This design comes from an exercise in tuning for small area and a short achievable clock period on the open sky130 flow, not from production work. Where RTL was checked, it was by simulation tests only, not by an equivalence proof against the original.

==> 01-10: inputs <==
// fmac_top
module fmac_top (
    input          i_clk,
    input          i_reset_n,
    input          i_sel,
    input  [7:0]   i_Act_E,
    input  [63:0]  i_Act_M,
    input  [7:0]   i_Weight_E,
    input  [63:0]  i_Weight_M,
    input  [7:0]   i_ACC_E,
    input  [23:0]  i_ACC_M,
    output [7:0]   o_Weight_E,
    output [63:0]  o_Weight_M,
    output [7:0]   o_Act_E,
    output [127:0] o_Act_M,
    output [7:0]   o_ACC_E,
    output [23:0]  o_ACC_M
);
export LEC_CHECK = 0
export ABC_AREA = 1
export CAP_MARGIN = 20
export CORE_MARGIN = 2
export CORE_UTILIZATION = 40
export CTS_BUF_LIST = sky130_fd_sc_hd__clkbuf_8
export PLACE_DENSITY = 0.75
export SLEW_MARGIN = 20
create_clock -name core_clock -period 18.0 [get_ports {i_clk}]
standard.sh (not shown) runs the stock make flow with config.mk's settings and CLKGATE_MAP_FILE= SYNTH_SCRIPT=/design/flow/synth_recipe.tcl, a recipe that flattens the netlist after the stock synthesis.
==> flow/flow/run.sh <==
#!/bin/bash
# Own layout flow: the standard ORFS flow (standard.sh) with these changes:
#  - synthesis leaves adders to ABC (no full/half-adder cell extraction),
#  - port buffers use the smallest buffer cell,
#  - timing repair aims at a setup slack margin of 8.7 ns.
# Each tool's full output stays in orfs/logs/; make's output in run_flow.log.
set -euo pipefail
bash standard.sh ADDER_MAP_FILE= \
  "BUFFER_PORTS_ARGS=-buffer_cell sky130_fd_sc_hd__buf_1" \
  "CTS_ARGS=-sink_clustering_enable -repair_clock_nets -buf_list sky130_fd_sc_hd__clkbuf_8 -dont_use_dummy_load" \
  SETUP_SLACK_MARGIN=8.5 finish > run_flow.log 2>&1
==> 12-07 (differences from 01-10) <==
==> flow/flow/run.sh (replaced) <==
#!/bin/bash
# Own layout flow: the standard ORFS flow, with two changes:
#  - synthesis leaves adders to ABC (no full/half-adder cell extraction),
#  - port buffers use the smallest buffer cell.
set -euo pipefail
bash standard.sh ADDER_MAP_FILE= \
  "BUFFER_PORTS_ARGS=-buffer_cell sky130_fd_sc_hd__buf_1" \
  SETUP_SLACK_MARGIN=8.9 finish > run_flow.log 2>&1
- CTS_BUF_LIST: sky130_fd_sc_hd__clkbuf_8 -> default
- PLACE_DENSITY: 0.75 -> default
==> 05-21 (differences from 01-10) <==
==> flow/flow/run.sh (replaced) <==
#!/bin/bash
# Own layout flow: the standard ORFS flow, with two changes:
#  - synthesis leaves adders to ABC (no full/half-adder cell extraction),
#  - port buffers use the smallest buffer cell.
set -euo pipefail
bash standard.sh ADDER_MAP_FILE= \
  "BUFFER_PORTS_ARGS=-buffer_cell sky130_fd_sc_hd__buf_1" \
  finish > run_flow.log 2>&1
- CORE_UTILIZATION: 40 -> 60
- PLACE_DENSITY: 0.75 -> default
==> notes <==
- The highest sequential share of layout area belongs to 05-21, the lowest to 12-07.
- 01-10 ran to the end with no violations. 05-21 went through all stages and came out clean. 12-07 went through all stages and came out clean.
- In 01-10 the utilization is lower than in 12-07, by 2.9 points.
- Between 12-07 and 05-21, the lower final area is in 05-21 (gap about 7%, measured against 05-21).
- In flip-flop and latch count, 01-10 and 05-21 do not differ.
- Final cell count: 05-21 < 01-10 < 12-07.
- In area after synthesis, 05-21 and 12-07 do not differ.
- Global-route usage, lowest first: 01-10, 12-07, 05-21.
- In clock-buffer cell count, 01-10 and 12-07 do not differ.
- The highest non-clock buffer count belongs to 12-07, the lowest to 05-21.

========
==> inputs of trial 24 <==
fmac_top, a different RTL version from the one above (not shown whole).
clock: 18.0 ns
lec_check: 0
abc_area: 1
cap_margin: 20
core_margin: 2
core_utilization: 40
cts_buf_list: sky130_fd_sc_hd__clkbuf_8
place_density: 0.75
slew_margin: 20
==> flow/flow/run.sh <==
#!/bin/bash
# Own layout flow: the standard ORFS flow (standard.sh) with these changes:
#  - synthesis leaves adders to ABC (no full/half-adder cell extraction),
#  - port buffers use the smallest buffer cell,
#  - timing repair aims at a setup slack margin of 8.7 ns.
# Each tool's full output stays in orfs/logs/; make's output in run_flow.log.
set -euo pipefail
bash standard.sh ADDER_MAP_FILE= \
  "BUFFER_PORTS_ARGS=-buffer_cell sky130_fd_sc_hd__buf_1" \
  "CTS_ARGS=-sink_clustering_enable -repair_clock_nets -buf_list sky130_fd_sc_hd__clkbuf_8 -dont_use_dummy_load" \
  SETUP_SLACK_MARGIN=8.7 finish > run_flow.log 2>&1
==> inputs of trial 46, as changes to trial 24 <==
--- a/flow/design.v
+++ b/flow/design.v
@@ -717,58 +717,82 @@
     wire [10:0] X = {o696, s697, s693, s685, s669, s637, c574, s573, s539, s503, s463};
     wire [10:0] Y = {c698, 1'b0, 1'b0, 1'b0, 1'b0, 1'b0, s605, 1'b0, 1'b0, 1'b0, 1'b0};
     wire [10:0] cg = X & Y;
     wire [10:0] cp = X ^ Y;
     wire gg699 = cg[1] | (cp[1] & cg[0]);
     wire gp700 = cp[1] & cp[0];
-    wire gg701 = cg[3] | (cp[3] & cg[2]);
-    wire gp702 = cp[3] & cp[2];
-    wire gg703 = cg[5] | (cp[5] & cg[4]);
-    wire gp704 = cp[5] & cp[4];
-    wire gg705 = cg[7] | (cp[7] & cg[6]);
-    wire gp706 = cp[7] & cp[6];
-    wire gg707 = cg[9] | (cp[9] & cg[8]);
-    wire gp708 = cp[9] & cp[8];
-    wire gg709 = cg[2] | (cp[2] & gg699);
-    wire gp710 = cp[2] & gp700;
-    wire gg711 = gg701 | (gp702 & gg699);
-    wire gp712 = gp702 & gp700;
-    wire gg713 = cg[6] | (cp[6] & gg703);
-    wire gp714 = cp[6] & gp704;
-    wire gg715 = gg705 | (gp706 & gg703);
-    wire gp716 = gp706 & gp704;
-    wire gg717 = cg[10] | (cp[10] & gg707);
-    wire gp718 = cp[10] & gp708;
-    wire gg719 = cg[4] | (cp[4] & gg711);
-    wire gp720 = cp[4] & gp712;
-    wire gg721 = gg703 | (gp704 & gg711);
-    wire gp722 = gp704 & gp712;
-    wire gg723 = gg713 | (gp714 & gg711);
-    wire gp724 = gp714 & gp712;
-    wire gg725 = gg715 | (gp716 & gg711);
-    wire gp726 = gp716 & gp712;
-    wire gg727 = cg[8] | (cp[8] & gg725);
-    wire gp728 = cp[8] & gp726;
-    wire gg729 = gg707 | (gp708 & gg725);
-    wire gp730 = gp708 & gp726;
-    wire gg731 = gg717 | (gp718 & gg725);
-    wire gp732 = gp718 & gp726;
-    wire [10:0] T = {(cp[10] ^ gg729), (cp[9] ^ gg727), (cp[8] ^ gg725), (cp[7] ^ gg723), (cp[6] ^ gg721), (cp[5] ^ gg719), (cp[4] ^ gg711), (cp[3] ^ gg709), (cp[2] ^ gg699), (cp[1] ^ cg[0]), (cp[0])};
-    wire [10:0] U = {(cp[10] ^ (gg729 | gp730)), (cp[9] ^ (gg727 | gp728)), (cp[8] ^ (gg725 | gp726)), (cp[7] ^ (gg723 | gp724)), (cp[6] ^ (gg721 | gp722)), (cp[5] ^ (gg719 | gp720)), (cp[4] ^ (gg711 | gp712)), (cp[3] ^ (gg709 | gp710)), (cp[2] ^ (gg699 | gp700)), (cp[1] ^ (cg[0] | cp[0])), (~cp[0])};
+    wire gg701 = cg[2] | (cp[2] & cg[1]);
+    wire gp702 = cp[2] & cp[1];
+    wire gg703 = cg[3] | (cp[3] & cg[2]);
+    wire gp704 = cp[3] & cp[2];
+    wire gg705 = cg[4] | (cp[4] & cg[3]);
+    wire gp706 = cp[4] & cp[3];
+    wire gg707 = cg[5] | (cp[5] & cg[4]);
+    wire gp708 = cp[5] & cp[4];
+    wire gg709 = cg[6] | (cp[6] & cg[5]);
+    wire gp710 = cp[6] & cp[5];
+    wire gg711 = cg[7] | (cp[7] & cg[6]);
+    wire gp712 = cp[7] & cp[6];
+    wire gg713 = cg[8] | (cp[8] & cg[7]);
+    wire gp714 = cp[8] & cp[7];
+    wire gg715 = cg[9] | (cp[9] & cg[8]);
+    wire gp716 = cp[9] & cp[8];
+    wire gg717 = cg[10] | (cp[10] & cg[9]);
+    wire gp718 = cp[10] & cp[9];
+    wire gg719 = gg701 | (gp702 & cg[0]);
+    wire gp720 = gp702 & cp[0];
+    wire gg721 = gg703 | (gp704 & gg699);
+    wire gp722 = gp704 & gp700;
+    wire gg723 = gg705 | (gp706 & gg701);
+    wire gp724 = gp706 & gp702;
+    wire gg725 = gg707 | (gp708 & gg703);
+    wire gp726 = gp708 & gp704;
+    wire gg727 = gg709 | (gp710 & gg705);
+    wire gp728 = gp710 & gp706;
+    wire gg729 = gg711 | (gp712 & gg707);
+    wire gp730 = gp712 & gp708;
+    wire gg731 = gg713 | (gp714 & gg709);
+    wire gp732 = gp714 & gp710;
+    wire gg733 = gg715 | (gp716 & gg711);
+    wire gp734 = gp716 & gp712;
+    wire gg735 = gg717 | (gp718 & gg713);
+    wire gp736 = gp718 & gp714;
+    wire gg737 = gg723 | (gp724 & cg[0]);
+    wire gp738 = gp724 & cp[0];
+    wire gg739 = gg725 | (gp726 & gg699);
+    wire gp740 = gp726 & gp700;
+    wire gg741 = gg727 | (gp728 & gg719);
+    wire gp742 = gp728 & gp720;
+    wire gg743 = gg729 | (gp730 & gg721);
+    wire gp744 = gp730 & gp722;
+    wire gg745 = gg731 | (gp732 & gg723);
+    wire gp746 = gp732 & gp724;
+    wire gg747 = gg733 | (gp734 & gg725);
+    wire gp748 = gp734 & gp726;
+    wire gg749 = gg735 | (gp736 & gg727);
+    wire gp750 = gp736 & gp728;
+    wire gg751 = gg745 | (gp746 & cg[0]);
+    wire gp752 = gp746 & cp[0];
+    wire gg753 = gg747 | (gp748 & gg699);
+    wire gp754 = gp748 & gp700;
+    wire gg755 = gg749 | (gp750 & gg719);
+    wire gp756 = gp750 & gp720;
+    wire [10:0] T = {(cp[10] ^ gg753), (cp[9] ^ gg751), (cp[8] ^ gg743), (cp[7] ^ gg741), (cp[6] ^ gg739), (cp[5] ^ gg737), (cp[4] ^ gg721), (cp[3] ^ gg719), (cp[2] ^ gg699), (cp[1] ^ cg[0]), (cp[0])};
+    wire [10:0] U = {(cp[10] ^ (gg753 | gp754)), (cp[9] ^ (gg751 | gp752)), (cp[8] ^ (gg743 | gp744)), (cp[7] ^ (gg741 | gp742)), (cp[6] ^ (gg739 | gp740)), (cp[5] ^ (gg737 | gp738)), (cp[4] ^ (gg721 | gp722)), (cp[3] ^ (gg719 | gp720)), (cp[2] ^ (gg699 | gp700)), (cp[1] ^ (cg[0] | cp[0])), (~cp[0])};
     wire       sgn  = U[10];
     wire [9:0] mag  = sgn ? ~T[9:0] : U[9:0];
     wire       zero = &(X ^ Y);                 
-    function automatic [3:0] lzc10(input [9:0] v);
-        lzc10 = 4'd9;
-        for (int k = 0; k < 10; k = k + 1)
-            if (v[k]) lzc10 = 4'(9 - k);
-    endfunction
-    wire [3:0] lz_p = lzc10(U[9:0]);
-    wire [3:0] lz_n = lzc10(~T[9:0]);
-    wire [3:0] lz   = sgn ? lz_n : lz_p;
-    wire [9:0] m4 = mag << lz;
+    wire       z8 = sgn ? (&T[9:2]) : ~|U[9:2];
+    wire [9:0] m1 = z8 ? {mag[1:0], 8'd0} : mag;
+    wire       z4 = ~|m1[9:6];
+    wire [9:0] m2 = z4 ? {m1[5:0], 4'd0} : m1;
+    wire       z2 = ~|m2[9:8];
+    wire [9:0] m3 = z2 ? {m2[7:0], 2'd0} : m2;
+    wire       z1 = ~m3[9];
+    wire [9:0] m4 = z1 ? {m3[8:0], 1'b0} : m3;
+    wire [3:0] lz = {z8, z4, z2, z1};
     wire [8:0] e   = {1'b0, i_Act_E} + {1'b0, i_Weight_E};
     wire [9:0] e3  = {1'b0, e} + 10'd3;
     wire [5:0] eh  = e3[9:4];
     wire [5:0] ehm = e3[9:4] - 6'd1;
     wire [4:0] xl  = {1'b0, e3[3:0]} - {1'b0, lz};
     wire       bw  = xl[4];
==> flow/flow/run.sh (replaced) <==
#!/bin/bash
# Own layout flow: the standard ORFS flow, with two changes:
#  - synthesis leaves adders to ABC (no full/half-adder cell extraction),
#  - port buffers use the smallest buffer cell.
set -euo pipefail
bash standard.sh ADDER_MAP_FILE= \
  "BUFFER_PORTS_ARGS=-buffer_cell sky130_fd_sc_hd__buf_1" \
  finish > run_flow.log 2>&1
--- a/flow/config.mk
+++ b/flow/config.mk
@@ -7,8 +7,7 @@
 export LEC_CHECK = 0
 export ABC_AREA = 1
 export CAP_MARGIN = 20
 export CORE_MARGIN = 2
 export CORE_UTILIZATION = 40
 export CTS_BUF_LIST = sky130_fd_sc_hd__clkbuf_8
-export PLACE_DENSITY = 0.75
 export SLEW_MARGIN = 20
==> summary of the runs <==
Trial 24 completed without violations. Trial 46 finished clean. Between trial 24 and trial 46, the lower wire length is in trial 24 (gap about 5%, measured against trial 46). Against trial 46, the core utilization of trial 24 is higher by 0.35 points. Between trial 24 and trial 46, the lower worst hold slack is in trial 24 (gap 0.042 ns). Against trial 46, the area after synthesis of trial 24 is larger by 0.93%. Of trial 24 and trial 46, trial 24 has the higher synthesized cell count (gap about 1.8%, measured against trial 46). In trial 24 the final cell count is larger than in trial 46, by 1.6%. In sequential cell count, trial 24 and trial 46 do not differ.
No run of this note included a check of the RTL's function; only the layout flow was run.

========
==> try-amber <==
RTL: one of the versions met above, not the one the previous note started from.
export LEC_CHECK = 0
export ABC_AREA = 1
export CAP_MARGIN = 20
export CORE_MARGIN = 2
export CORE_UTILIZATION = 40
export CTS_BUF_LIST = sky130_fd_sc_hd__clkbuf_8
export SLEW_MARGIN = 20
create_clock -name core_clock -period 18.0 [get_ports {i_clk}]
==> flow/flow/run.sh <==
#!/bin/bash
# Own layout flow: the standard ORFS flow, with two changes:
#  - synthesis leaves adders to ABC (no full/half-adder cell extraction),
#  - port buffers use the smallest buffer cell.
set -euo pipefail
bash standard.sh ADDER_MAP_FILE= \
  "BUFFER_PORTS_ARGS=-buffer_cell sky130_fd_sc_hd__buf_1" \
  SETUP_SLACK_MARGIN=8.9 finish > run_flow.log 2>&1
==> try-delta: changes against try-amber <==
==> flow/flow/run.sh (replaced) <==
#!/bin/bash
# Own layout flow: the standard ORFS flow (standard.sh) with these changes:
#  - synthesis leaves adders to ABC (no full/half-adder cell extraction),
#  - port buffers use the smallest buffer cell,
#  - timing repair aims at a setup slack margin of 8.7 ns.
# Each tool's full output stays in orfs/logs/; make's output in run_flow.log.
set -euo pipefail
bash standard.sh ADDER_MAP_FILE= \
  "BUFFER_PORTS_ARGS=-buffer_cell sky130_fd_sc_hd__buf_1" \
  "CTS_ARGS=-sink_clustering_enable -repair_clock_nets -buf_list sky130_fd_sc_hd__clkbuf_8 -dont_use_dummy_load" \
  SETUP_SLACK_MARGIN=8.7 finish > run_flow.log 2>&1
--- a/flow/config.mk
+++ b/flow/config.mk
@@ -12,2 +12,3 @@
 export CTS_BUF_LIST = sky130_fd_sc_hd__clkbuf_8
+export PLACE_DENSITY = 0.9
 export SLEW_MARGIN = 20
==> impl_metrics.ini <==
[outcome]
outcome = finished clean

[clocking]
clk_pin_slew_ps = 90

[place]
dpl.hpwl_um = 36200

[finish]
fin_area_um2 = 18300
# the run above: try-amber

==> impl_metrics.ini <==
[setup_path]
worstPathRequired_ps = 18390

[clocking]
root_buffer = clkbuf_8
clk_pin_slew_ps = 70

[outcome]
outcome = finished clean

[die]
core_area_um2 = 38700

[finish]
fin_area_um2 = 17600

[place]
dpl.hpwl_um = 34700
# the run above: try-delta


========
==> inputs of job 6660 <==
Starting RTL as in the previous note.
export LEC_CHECK = 0
export ABC_AREA = 1
export CAP_MARGIN = 20
export CORE_MARGIN = 2
export CORE_UTILIZATION = 40
export CTS_BUF_LIST = sky130_fd_sc_hd__clkbuf_8
export SLEW_MARGIN = 20
create_clock -name core_clock -period 18.0 [get_ports {i_clk}]
==> flow/flow/run.sh <==
#!/bin/bash
# Own layout flow: the standard ORFS flow (standard.sh) with three changes:
#  - synthesis leaves adders to ABC (no full/half-adder cell extraction),
#  - port buffers use the smallest buffer cell,
#  - timing repair aims at a setup slack margin of 8.7 ns.
# Each tool's full output stays in orfs/logs/; make's output in run_flow.log.
set -euo pipefail
bash standard.sh ADDER_MAP_FILE= \
  "BUFFER_PORTS_ARGS=-buffer_cell sky130_fd_sc_hd__buf_1" \
  SETUP_SLACK_MARGIN=8.7 finish > run_flow.log 2>&1
==> job 3213: changes against job 6660 <==
==> flow/flow/run.sh (replaced) <==
#!/bin/bash
# Own layout flow: the standard ORFS flow, with two changes:
#  - synthesis leaves adders to ABC (no full/half-adder cell extraction),
#  - port buffers use the smallest buffer cell.
set -euo pipefail
bash standard.sh ADDER_MAP_FILE= \
  "BUFFER_PORTS_ARGS=-buffer_cell sky130_fd_sc_hd__buf_1" \
  finish > run_flow.log 2>&1
Settings changed: CORE_UTILIZATION 40 to 75.
==> job 8118: changes against job 6660 <==
==> flow/flow/run.sh (replaced) <==
#!/bin/bash
# Own layout flow: the standard ORFS flow, with two changes:
#  - synthesis leaves adders to ABC (no full/half-adder cell extraction),
#  - port buffers use the smallest buffer cell.
set -euo pipefail
bash standard.sh ADDER_MAP_FILE= \
  "BUFFER_PORTS_ARGS=-buffer_cell sky130_fd_sc_hd__buf_1" \
  SETUP_SLACK_MARGIN=9.4 finish > run_flow.log 2>&1
Settings changed: CTS_BUF_LIST sky130_fd_sc_hd__clkbuf_8 to not set.
==> job 4648: changes against job 6660 <==
--- a/flow/design.v
+++ b/flow/design.v
@@ -779,19 +779,19 @@
     wire [10:0] T = {(cp[10] ^ gg753), (cp[9] ^ gg751), (cp[8] ^ gg743), (cp[7] ^ gg741), (cp[6] ^ gg739), (cp[5] ^ gg737), (cp[4] ^ gg721), (cp[3] ^ gg719), (cp[2] ^ gg699), (cp[1] ^ cg[0]), (cp[0])};
     wire [10:0] U = {(cp[10] ^ (gg753 | gp754)), (cp[9] ^ (gg751 | gp752)), (cp[8] ^ (gg743 | gp744)), (cp[7] ^ (gg741 | gp742)), (cp[6] ^ (gg739 | gp740)), (cp[5] ^ (gg737 | gp738)), (cp[4] ^ (gg721 | gp722)), (cp[3] ^ (gg719 | gp720)), (cp[2] ^ (gg699 | gp700)), (cp[1] ^ (cg[0] | cp[0])), (~cp[0])};
     wire       sgn  = U[10];
     wire [9:0] mag  = sgn ? ~T[9:0] : U[9:0];
     wire       zero = &(X ^ Y);                 
-    function automatic [3:0] lzc10(input [9:0] v);
-        lzc10 = 4'd9;
-        for (int k = 0; k < 10; k = k + 1)
-            if (v[k]) lzc10 = 4'(9 - k);
-    endfunction
-    wire [3:0] lz_p = lzc10(U[9:0]);
-    wire [3:0] lz_n = lzc10(~T[9:0]);
-    wire [3:0] lz   = sgn ? lz_n : lz_p;
-    wire [9:0] m4 = mag << lz;
+    wire       z8 = sgn ? (&T[9:2]) : ~|U[9:2];
+    wire [9:0] m1 = z8 ? {mag[1:0], 8'd0} : mag;
+    wire       z4 = ~|m1[9:6];
+    wire [9:0] m2 = z4 ? {m1[5:0], 4'd0} : m1;
+    wire       z2 = ~|m2[9:8];
+    wire [9:0] m3 = z2 ? {m2[7:0], 2'd0} : m2;
+    wire       z1 = ~m3[9];
+    wire [9:0] m4 = z1 ? {m3[8:0], 1'b0} : m3;
+    wire [3:0] lz = {z8, z4, z2, z1};
     wire [8:0] e   = {1'b0, i_Act_E} + {1'b0, i_Weight_E};
     wire [9:0] e3  = {1'b0, e} + 10'd3;
     wire [5:0] eh  = e3[9:4];
     wire [5:0] ehm = e3[9:4] - 6'd1;
     wire [4:0] xl  = {1'b0, e3[3:0]} - {1'b0, lz};
==> flow/flow/run.sh (replaced) <==
#!/bin/bash
# Own layout flow: the standard ORFS flow, with two changes:
#  - synthesis leaves adders to ABC (no full/half-adder cell extraction),
#  - port buffers use the smallest buffer cell.
set -euo pipefail
bash standard.sh ADDER_MAP_FILE= \
  "BUFFER_PORTS_ARGS=-buffer_cell sky130_fd_sc_hd__buf_1" \
  finish > run_flow.log 2>&1
Settings changed: CTS_BUF_LIST sky130_fd_sc_hd__clkbuf_8 to not set.
==> notes <==
Sequential share of layout area, lowest first: job 8118, job 6660, job 4648, job 3213.
Between job 4648 and job 3213, the lower cell count is in job 3213 (gap 7.9%, measured against job 3213).
Global-route usage: job 8118 is higher than job 6660 (0.17 points).
Clock-buffer cell count is the same in job 3213 and job 6660.
Core utilization, lowest first: job 4648, job 6660, job 8118, job 3213.
Cell area is about the same in job 6660 and job 4648.
Of job 6660 and job 4648, job 4648 has the higher synthesized cell count (gap about 0.37%, measured against job 4648).
No functional check of the RTL was part of job 4648.

-- port drivers added, routing unchanged --
How much do the figures lean on ideal ports? The routed layouts below were timed once more, with nothing changed but the port constraints. Step 1 assumes that a clkbuf_16 drives the clock port and a buf_2 every other input. Step 2 moves the port delays by t, midway between the first and last clock arrival at a register: inputs arrive t later, outputs are due t later. That takes back most of the time a late clock gives input paths. Three values: no drivers, after step 1, after step 2; two values: the first two.
run	t, ns	setup slack, ns	worst setup path after step 2	latest minus earliest clock arrival (ns)
01-10	0.544	9.167 / 9.180 / 8.636	input to register	0.023 / 0.024
12-07	0.517	9.281 / 9.287 / 8.770	input to register	0.014 / 0.014
05-21	0.520	8.400 / 8.407 / 7.888	input to register	0.022 / 0.023
trial 24	0.552	9.236 / 9.251 / 8.699	input to register	0.029 / 0.029
trial 46	0.562	8.150 / 8.172 / 7.610	input to register	0.020 / 0.020
try-amber	0.585	9.339 / 9.348 / 8.763	input to register	0.013 / 0.013
try-delta	0.559	9.299 / 9.317 / 8.758	input to register	0.040 / 0.040
job 6660	0.579	9.236 / 9.245 / 8.666	input to register	0.012 / 0.012
job 3213	0.524	8.035 / 8.053 / 7.528	input to register	0.017 / 0.017
job 8118	0.522	9.473 / 9.488 / 8.965	input to register	0.017 / 0.017
job 4648	0.512	8.051 / 8.073 / 7.561	input to register	0.015 / 0.014
After both steps every run listed still meets setup and hold. The setup slack of try-amber, which loses most, moves by +0.009 ns with the drivers and by -0.576 ns with both steps.
